Source: an optimization exercise on an open RTL-to-GDS flow (aim: small area, a short achievable clock period and few clock cycles per item). Production flows keep margins and buffers that such runs may drop. Function was checked by simulation only, so behaviour that the tests miss may differ from the original. Power and IR drop assume default switching activity.

==> flow/design.v (outline; a module is shown in full before it is edited, if it fits) <==
// module complex_multiplier: 3377 lines
// module cm_enc: 4 lines
// module cm_sel: 3 lines
// module cm_sel0: 3 lines
// module cm_sels: 3 lines
// module cm_fa: 4 lines
// module cm_ha: 4 lines
// module cm_x3: 3 lines
// module cm_x2: 3 lines
// module cm_xn2: 3 lines
// module cm_g: 3 lines
// module cm_and2: 3 lines
module complex_multiplier #(
    parameter INT_WIDTH = 8,
    parameter FRAC_WIDTH = 8
) (
    input wire clk,
    input wire rst,
    input wire signed [INT_WIDTH+FRAC_WIDTH-1:0] a_real,
    input wire signed [INT_WIDTH+FRAC_WIDTH-1:0] a_imag,
    input wire signed [INT_WIDTH+FRAC_WIDTH-1:0] b_real,
    input wire signed [INT_WIDTH+FRAC_WIDTH-1:0] b_imag,
    output wire signed [INT_WIDTH+FRAC_WIDTH-1:0] out_real,
    output wire signed [INT_WIDTH+FRAC_WIDTH-1:0] out_imag,
    input wire start,
    output reg done
);
  // ...
==> flow/flow/run.sh <==
#!/bin/bash
# The standard layout (the standard.sh, standard synthesis unchanged), with two
# placement/resizer settings changed: the input and output ports get a plain buffer
# (buf_4) instead of the resizer's default pick, and the resizer may swap a cell for one
# of another footprint when it repairs timing.
set -euo pipefail
bash standard.sh BUFFER_PORTS_ARGS="-buffer_cell sky130_fd_sc_hd__buf_4" MATCH_CELL_FOOTPRINT=0 finish > layout.log 2>&1
==> flow/standard.sh <==
#!/bin/bash
# synth_recipe.tcl (not shown) runs the flow's synth.tcl, then flattens the netlist and writes it again
# the make line also repeats each setting of config.mk as NAME=value (left out here)
make -C /OpenROAD-flow-scripts/flow DESIGN_CONFIG=/design/flow/config.mk WORK_HOME=/design/flow/orfs CLKGATE_MAP_FILE= SYNTH_SCRIPT=/design/flow/synth_recipe.tcl "${@:-finish}"
==> flow/config.mk <==
export PLATFORM = sky130hd
export DESIGN_NAME = complex_multiplier
export DESIGN_NICKNAME = complex_multiplier
export VERILOG_FILES = /design/flow/design.v
export SDC_FILE = /design/flow/constraint.sdc
export NUM_CORES = 4
export LEC_CHECK = 0
export CAP_MARGIN = 20
export CORE_MARGIN = 2
export CORE_UTILIZATION = 40
export SETUP_SLACK_MARGIN = 4.5
export SLEW_MARGIN = 20
export SYNTH_HIERARCHICAL = 1
export SYNTH_MINIMUM_KEEP_SIZE = 0
==> flow/constraint.sdc <==
create_clock -name core_clock -period 10.0 [get_ports {clk}]
set_input_delay 2.0000 -clock core_clock [delete_from_list [all_inputs] [get_ports {clk}]]
set_output_delay 2.0000 -clock core_clock [all_outputs]
set_load 0.01 [all_outputs]
==> flow_metrics.tcl, run 1 <==
set metrics [dict create \
    outcome "no timing/DRC/antenna violations" \
    wl_per_cell_um 25.40 \
    gp_congestion 0.8680 \
    clock_area_share_pct 1.169 \
    crit_path_start "b_real[3]" \
    pg_comb_mw 6.71 \
    die_h_um 229.6 \
    synth-xor-area-share_pct 24.59 \
    final_common_cell "xor2_1" \
    cp_num_buf_inv 2 \
    setup_tns_ns 0 \
    crit_arrival_ns 5.72 \
    synthTopCellsByCount "xor2_1, o22ai_1, fa_1, ha_1, dfxtp_1" \
    critPathRequiredTime_ns 10.27 \
    syn2layout_area_growth_pct 13.59 \
    comb.multi_input.count 1690 \
    grt_use_met2_pct 40.40 \
    timing.slew.headroom_pct 28.60 \
    setup_viol 0 \
    drv_cap 0 \
    holdWs_ns 1.454 \
    seq_share_pct 8.421 \
    critPathTopFamily "adder cells" \
    antenna_found_initial 0 \
    power_leader "combinational cells" \
    power_density_nw_per_um2 340.6 \
    fillers 4726 \
    synth_area_leaders "fa_1, xor2_1, o22ai_1" \
    tightestPinTransition_ns 1.070 \
    synth_area_per_cell_um2 11.07 \
    postCtsHoldBufs 0 \
]
Testbench counts, summed over its fixed seeds: cycles 4,000, items 4,000.
==> inputs of run 2 (changes only) <==
==> flow/run.sh (new file) <==
#!/bin/bash
# synth_recipe.tcl (not shown) runs the flow's synth.tcl, then flattens the netlist and writes it again
# the make line also repeats each setting of config.mk as NAME=value (left out here)
make -C /OpenROAD-flow-scripts/flow DESIGN_CONFIG=/design/flow/config.mk WORK_HOME=/design/flow/orfs CLKGATE_MAP_FILE= SYNTH_SCRIPT=/design/flow/synth_recipe.tcl finish
removed: flow/flow/run.sh
removed: flow/standard.sh
==> run 2 against run 1 <==
  * Design area increased by 5.6%
  * Worst setup slack worse by 0.047 ns
  * Still clean on timing, DRC and antenna
  * Clock-buffer cell count did not move
  * Critical path depth is 1 higher
  * Core utilization grew 2.6 points
  * Hold slack improved by 0.29 ns
  * Total power rose by 3.5%
  * Synthesized cell count stayed put
  * Maximum frequency fell by 0.85%
  * Sequential share of layout area down 0.45 points
==> flow_metrics.tcl, run 2 <==
set metrics [dict create \
    final_common_cell "xor2_1" \
    setup_tns_ns 0 \
    syn_inst 1839 \
    hold_path_class "in2async" \
    antennaDiodeCount 0 \
    synthArstFlopShare_pct 1.031 \
    grt_pass1_vias 18250 \
    routed_wl_um 72230 \
    stdcell_count 2764 \
    tightestPinTransition_ns 0.9639 \
    crit_slowest_cell "fa_1" \
    cp_num_buf_inv 3 \
    drt_iter0_markers 2353 \
    pre_cts_ws_ns 3.248 \
    place_inst 2672 \
    slew_viol_final 0 \
    root_buffer "clkbuf_16" \
    antenna_left 0 \
    die_h_um 229.6 \
    layout_min_cycle_time_ns 5.492 \
    slowest_delay_ns 0.56 \
    hold_viol 0 \
    setup_ws_ns 4.508 \
    crit_arrival_ns 5.75 \
    die_x_um 229.6 \
    fmax_ghz 0.1821 \
    wl_per_cell_um 26.13 \
    grt_pass1_wl_um 108900 \
    row_count 82 \
    p_total_mw 8.151 \
    netlist_area_um2 20350 \
    clkSinkCount 97 \
    switching_share_pct 45.17 \
    path_common_cell "fa_1" \
    synth_seq_cells 97 \
    gp_congestion 0.8620 \
    clkPwrFrac_pct 4.7 \
    cts_buffer_depth 2 \
    drive_gt1_share_pct 11.62 \
    fin_nets 2645 \
    grt_start_max_net_pins 42 \
    peakVddDrop_uv 191.5 \
    overflow 0 \
    post-route-util_pct 48.67 \
    yosysUniqueCellTypes 16 \
    layout_common_cells "xor2_1, o22ai_1, fa_1" \
    hpwl_um 44290 \
    cts_made_buffers 9 \
    worst-setup-path-type "in2reg" \
    antenna_found_initial 0 \
    io_pins 100 \
    synth.most_common_cell "xor2_1" \
    postCtsHoldBufs 0 \
    drv_cap 0 \
    power.share.sequential_pct 10.0 \
    combPwrFrac_pct 85.3 \
    start_util_pct 40.57 \
    internal_power_mw 4.470 \
    route.vias.total 17390 \
    critPathTopFamily "adder cells" \
    outcome "no timing/DRC/antenna violations" \
    setup_viol 0 \
    syn2layout_area_growth_pct 19.97 \
    core_area_um2 50170 \
    drc_errors 0 \
    synth_edf_count 0 \
    synthTopCellsByCount "xor2_1, o22ai_1, fa_1, ha_1, dfxtp_1" \
    grt.total_usage_pct 27.00 \
    power_leakage_nw 10.63 \
    cts.htree.levels 3 \
    synth_top_area_share_pct 36.89 \
    avgViaCountPerCell 6.291 \
    path_clk_slew_ns 0.07 \
    synth_area_leaders "fa_1, xor2_1, o22ai_1" \
    cp-end-kind "flip-flop" \
    drt-pass1-iter-count 6 \
    yosysWarnings 7 \
    port_buffers 99 \
    cp_cell_sequence "buf_12 > buf_12 > and3b_1 > a21oi_4 > buf_12 > o22ai_1 > xor2_1 > fa_1 > fa_1 > fa_1 > fa_1 > fa_1" \
    die-area_um2 52700 \
    post-route-period-util_pct 54.92 \
    yosysSeqAreaShare_pct 9.566 \
    synth_area_per_cell_um2 11.07 \
    crit_path_start_kind "input pin" \
    crit_fanout 30 \
    rsz0062_at_grt "yes" \
    synthFlopType "dfxtp_1" \
    yosys.area.top_type "fa_1" \
    switchingPower_mw 3.681 \
    critPathRequiredTime_ns 10.26 \
    power_density_nw_per_um2 333.8 \
    cts_tree "yes" \
    timing.slew.headroom_pct 35.67 \
]
## run 2: cell counts after synthesis
Identical to the previous run, type by type.
## run 2: worst max-delay path by stage
stage / start / endpoint / slack, ns / cells past startpoint
finish: b_real[9] / im_q1_8 / 4.51 / 12
global route: b_real[9] / im_q1_8 / 4.49 / 12
floorplan: b_real[7] / im_q1_9 / 4.50 / 8
CTS: a_real[14] / im_q1_8 / 4.49 / 9
global placement: b_real[15] / re_q1_9 / 3.30 / 12
detailed placement: b_real[15] / re_q1_8 / 3.25 / 12
## run 2: layer usage
layer | share of wire (%) | up-vias | GRT usage (%)
met4 | 4.6 | 2 | 12.32
met3 | 13 | 246 | 6.499
met1 | 39 | 8738 | 36.49
met5 | 0.037 | - | 0.3676
met2 | 44 | 1311 | 40.88
li1 | - | 7091 | -
## run 2: logic make-up after synthesis
group,synth area share (%)
compound gates,17.20
fa+ha+maj,44.02
other cells,0.03690
simple gates,2.650
buf+inv,1.937
xor+xnor,24.59
flops,9.566
## run 2: per-stage QoR
step | instance area, µm² | hold WS, ns
3_3_place_gp | 22820 | 2.155
5_1_grt | 24420 | 1.735
6_report | 24420 | 1.748
3_5_place_dp | 22820 | 2.159
4_1_cts | 24010 | 1.729
2_1_floorplan | 20670 | 1.729
## run 2: power by group through the flow
stage               combinational (mW)  sequential (mW)  clock, mW
CTS                               7.09            0.819      0.401
global route                      7.80            0.839      0.415
global placement                  6.90            0.824          0
floorplan                         5.13            0.803          0
detailed placement                7.03            0.827          0
finish                            6.95            0.815      0.385
## run 2: area by class of cell
type,count,area (µm²)
Clock inverter,6,87.58
Inverter,41,191.4
Sequential cell,97,1947
Fill cell,4546,25750
Tap cell,672,840.8
Clock buffer,10,239.0
Multi-Input combinational cell,1690,18450
Timing Repair Buffer,241,2619
Timing Repair inverter,7,45.04
## run 2: Yosys stat by module (local to each module, per instance)
module	copies in the design	flops+latches	cell area, µm²	cells inside
cm_ha	116	0	12.51	1
cm_and2	35	0	6.256	1
cm_xn2	16	0	8.758	1
cm_g	69	0	7.507	1
cm_x2	496	0	8.758	1
cm_sels	16	0	8.758	1
cm_fa	375	0	20.02	1
cm_sel0	32	0	3.754	1
cm_x3	16	0	23.77	1
cm_sel	432	0	6.256	1
cm_enc	16	0	30.03	4
complex_multiplier	1	97	2349	172
## run 2: repair_timing
action / CTS / global route
endpoints found under the setup margin: 94 / 44
pin swaps: 5 / 5
cloned: 10 / 8
resized for setup: 91 / 58
buffers inserted: 52 / 6
==> inputs of run 3 (changes only) <==
--- a/flow/config.mk
+++ b/flow/config.mk
@@ -8,7 +8,7 @@
 export CAP_MARGIN = 20
 export CORE_MARGIN = 2
 export CORE_UTILIZATION = 40
-export SETUP_SLACK_MARGIN = 4.5
+export SETUP_SLACK_MARGIN = 5
 export SLEW_MARGIN = 20
 export SYNTH_HIERARCHICAL = 1
 export SYNTH_MINIMUM_KEEP_SIZE = 0
==> run 3 against run 2 <==
  * Synthesized cell count unchanged
  * Non-clock buffer count increased by 211
  * Sequential share of layout area decreased by 1.4 points
  * Final cell count increased by 7.8%
  * Global-route usage increased by 6.5 points
  * Hold slack got worse by 0.0018 ns
  * Largest cell class unchanged
  * Largest power group unchanged
  * Highest routed layer unchanged
==> flow_metrics.tcl, run 3 <==
set metrics [dict create \
    peakVddDrop_uv 185.3 \
    cts_made_buffers 9 \
    synthTopCellsByCount "xor2_1, o22ai_1, fa_1, ha_1, dfxtp_1" \
    synthArstFlopShare_pct 1.031 \
    core_area_um2 50170 \
    synth_top_family_by_area "adder cells" \
    drive_gt1_share_pct 34.23 \
    layout_min_cycle_time_ns 5.641 \
    synthFlopType "dfxtp_1" \
    power_density_nw_per_um2 299.1 \
    p_total_mw 8.820 \
    post-route-period-util_pct 56.41 \
    yosysSeqAreaShare_pct 9.566 \
    critPathRequiredTime_ns 10.27 \
    drv_cap 0 \
    hold_path_class "in2async" \
    hold_viol 0 \
    synth_top_area_share_pct 36.89 \
    fmax_ghz 0.1773 \
    fin_nets 2858 \
    antenna_left 0 \
    grt_pass1_wl_um 130800 \
    cts_tree "yes" \
    antenna_found_initial 9 \
    drc_errors 0 \
    drt-pass1-iter-count 11 \
    rsz0062_at_grt "yes" \
    row_count 82 \
    tightestPinTransition_ns 0.9665 \
    netlist_area_um2 20350 \
    yosysUniqueCellTypes 16 \
    postCtsHoldBufs 0 \
    setup_tns_ns 0 \
    io_pins 100 \
    cts_buffer_depth 2 \
    die_h_um 229.6 \
    outcome "no timing/DRC/antenna violations" \
    die_x_um 229.6 \
    yosys.area.top_type "fa_1" \
    gp_congestion 0.8462 \
    setup_viol 0 \
    synth.most_common_cell "xor2_1" \
    syn2layout_area_growth_pct 44.90 \
    power_leakage_nw 12.67 \
    synth-compound-area-share_pct 17.20 \
    place_area_um2 23010 \
    fillers 3849 \
    worst-setup-path-type "in2reg" \
    timing.slew.headroom_pct 35.57 \
    clkSinkCount 97 \
    hpwl_um 43780 \
    cts.htree.levels 3 \
    crit_path_start_kind "input pin" \
    die-area_um2 52700 \
    grt_pass1_vias 20800 \
    routed_wl_um 94640 \
    crit_fanout 7 \
    synthAdderAreaFrac_pct 44.02 \
    synth_seq_cells 97 \
    path_clk_slew_ns 0.07 \
    synth_mux_area_share_pct 0 \
    wl_per_cell_um 31.76 \
    slew_viol_final 0 \
    fin_area_um2 29490 \
    cp-end-kind "flip-flop" \
    post-route-util_pct 58.78 \
    synth_area_per_cell_um2 11.07 \
    drt_iter0_markers 3889 \
    port_buffers 99 \
    synth-xor-area-share_pct 24.59 \
    root_buffer "clkbuf_16" \
    layout_common_cells "xor2_1, o22ai_1, fa_1" \
    holdWs_ns 1.746 \
    yosys.area_share.simple_pct 2.650 \
    final_common_cell "xor2_1" \
    route.vias.total 20460 \
    synth_area_leaders "fa_1, xor2_1, o22ai_1" \
    avgViaCountPerCell 6.867 \
    grt_start_max_net_pins 35 \
    grt.total_usage_pct 33.53 \
    synth_edf_count 0 \
    crit_arrival_ns 5.91 \
    syn_inst 1839 \
    overflow 0 \
    start_util_pct 40.57 \
    yosysWarnings 7 \
]
[run 3: modules after synthesis, one instance, submodules excluded]
module / flops+latches / copies in the design / cells
complex_multiplier: 97 / 1 / 172
cm_enc: 0 / 16 / 4
cm_x3: 0 / 16 / 1
cm_fa: 0 / 375 / 1
cm_ha: 0 / 116 / 1
cm_sels: 0 / 16 / 1
cm_x2: 0 / 496 / 1
cm_xn2: 0 / 16 / 1
cm_g: 0 / 69 / 1
cm_and2: 0 / 35 / 1
cm_sel: 0 / 432 / 1
cm_sel0: 0 / 32 / 1
[run 3: worst max path at each step]
stage / start / endpoint / depth (start not counted)
after global placement: b_imag[5] / re_q1_8 / 12
after global routing: a_real[14] / re_q1_10 / 10
final: a_real[14] / re_q1_10 / 10
after detailed placement: b_real[9] / im_q1_8 / 11
after CTS: b_real[11] / re_q1_8 / 13
after floorplan: b_real[5] / im_q1_10 / 9
[run 3: cells by family after synthesis]
family                   after synthesis
XOR/XNOR                             544
AO/OA/AOI/OAI                        533
adder cells (fa/ha/maj)              491
AND/OR/NAND/NOR                       99
flip-flops                            97
buffers and inverters                 73
other                                  2
[run 3: layout make-up]
class / instances / area [µm²] / area share (%)
timing repair inverter: 5 / 37.54 / 0.1273
clock buffer: 11 / 232.7 / 0.7892
inverter: 41 / 226.5 / 0.7680
sequential: 97 / 1947 / 6.602
clock inverter: 5 / 63.81 / 0.2164
tap: 672 / 840.8 / 2.851
antenna: 3 / 7.507 / 0.02546
timing repair buffer: 452 / 5926 / 20.09
multi-input combinational: 1694 / 20210 / 68.53
[run 3: stage by stage]
| stage | setup slack [ns] | std cells |
|---|---|---|
| 4_1_cts | 4.777 | 2917 |
| 2_1_floorplan | 4.603 | 1859 |
| 3_5_place_dp | 3.295 | 2668 |
| 6_report | 4.359 | 2980 |
| 3_3_place_gp | 3.338 | 2668 |
| 5_1_grt | 4.374 | 2977 |
[run 3: timing repair]
item / CTS / global route
buffers inserted: 180 / 53
endpoints found under the setup margin: 112 / 83
resized for setup: 546 / 218
pin swaps: 158 / 159
gates cloned: 53 / 7
[run 3: where the power goes]
group / leakage (nW) / internal [mW] / switching, mW
sequential: 0.821 / 0.709 / 0.104
combinational: 11.7 / 3.85 / 3.80
clock: 0.141 / 0.196 / 0.163
total: 12.7 / 4.75 / 4.07
[run 3: critical path, cell delays in order]
cell,delay (ns)
clkdlybuf4s15_1,0.35
clkinvlp_4,0.14
buf_4,0.22
buf_4,0.18
o22ai_1,0.74
xor2_2,0.30
fa_1,0.52
fa_1,0.48
fa_1,0.53
fa_2,0.43
[run 3: per-layer routing]
metal  vias up  GRT usage (%)  share of wire (%)
met5         -          2.206               0.32
met4        20          19.30                8.7
met3       765          16.75                 18
met2      2192          47.08                 40
met1      9969          41.14                 33
li1       7518              -                  -

==> re-timing with driven ports <==
How much do the figures lean on ideal ports? The routed layouts below were timed once more, with nothing changed but the port constraints. Step 1 sets driving cells, clkbuf_16 on the clock port and buf_2 on the other inputs (assumed; they add their load-dependent delay and slew). Step 2 also shifts input and output timing later by t, the mid clock arrival at the registers, as if the neighbouring blocks saw the same clock. Three values: no drivers, after step 1, after step 2; two values: the first two.
run	shift t [ns]	slack for setup (ns)	worst hold slack (ns)	worst setup path after step 2	cell pins on the clock port's net
run 1	0.438	4.555 / 4.528 / 4.090	1.454 / 1.418 / 1.856	input to register	1
run 2	0.438	4.508 / 4.503 / 4.066	1.748 / 1.711 / 2.148	input to register	1
run 3	0.439	4.359 / 4.390 / 3.951	1.746 / 1.712 / 2.151	input to register	1
After both steps every run listed still meets setup and hold. The setup slack of run 1, which loses most, moves by -0.027 ns with the drivers and by -0.465 ns with both steps.
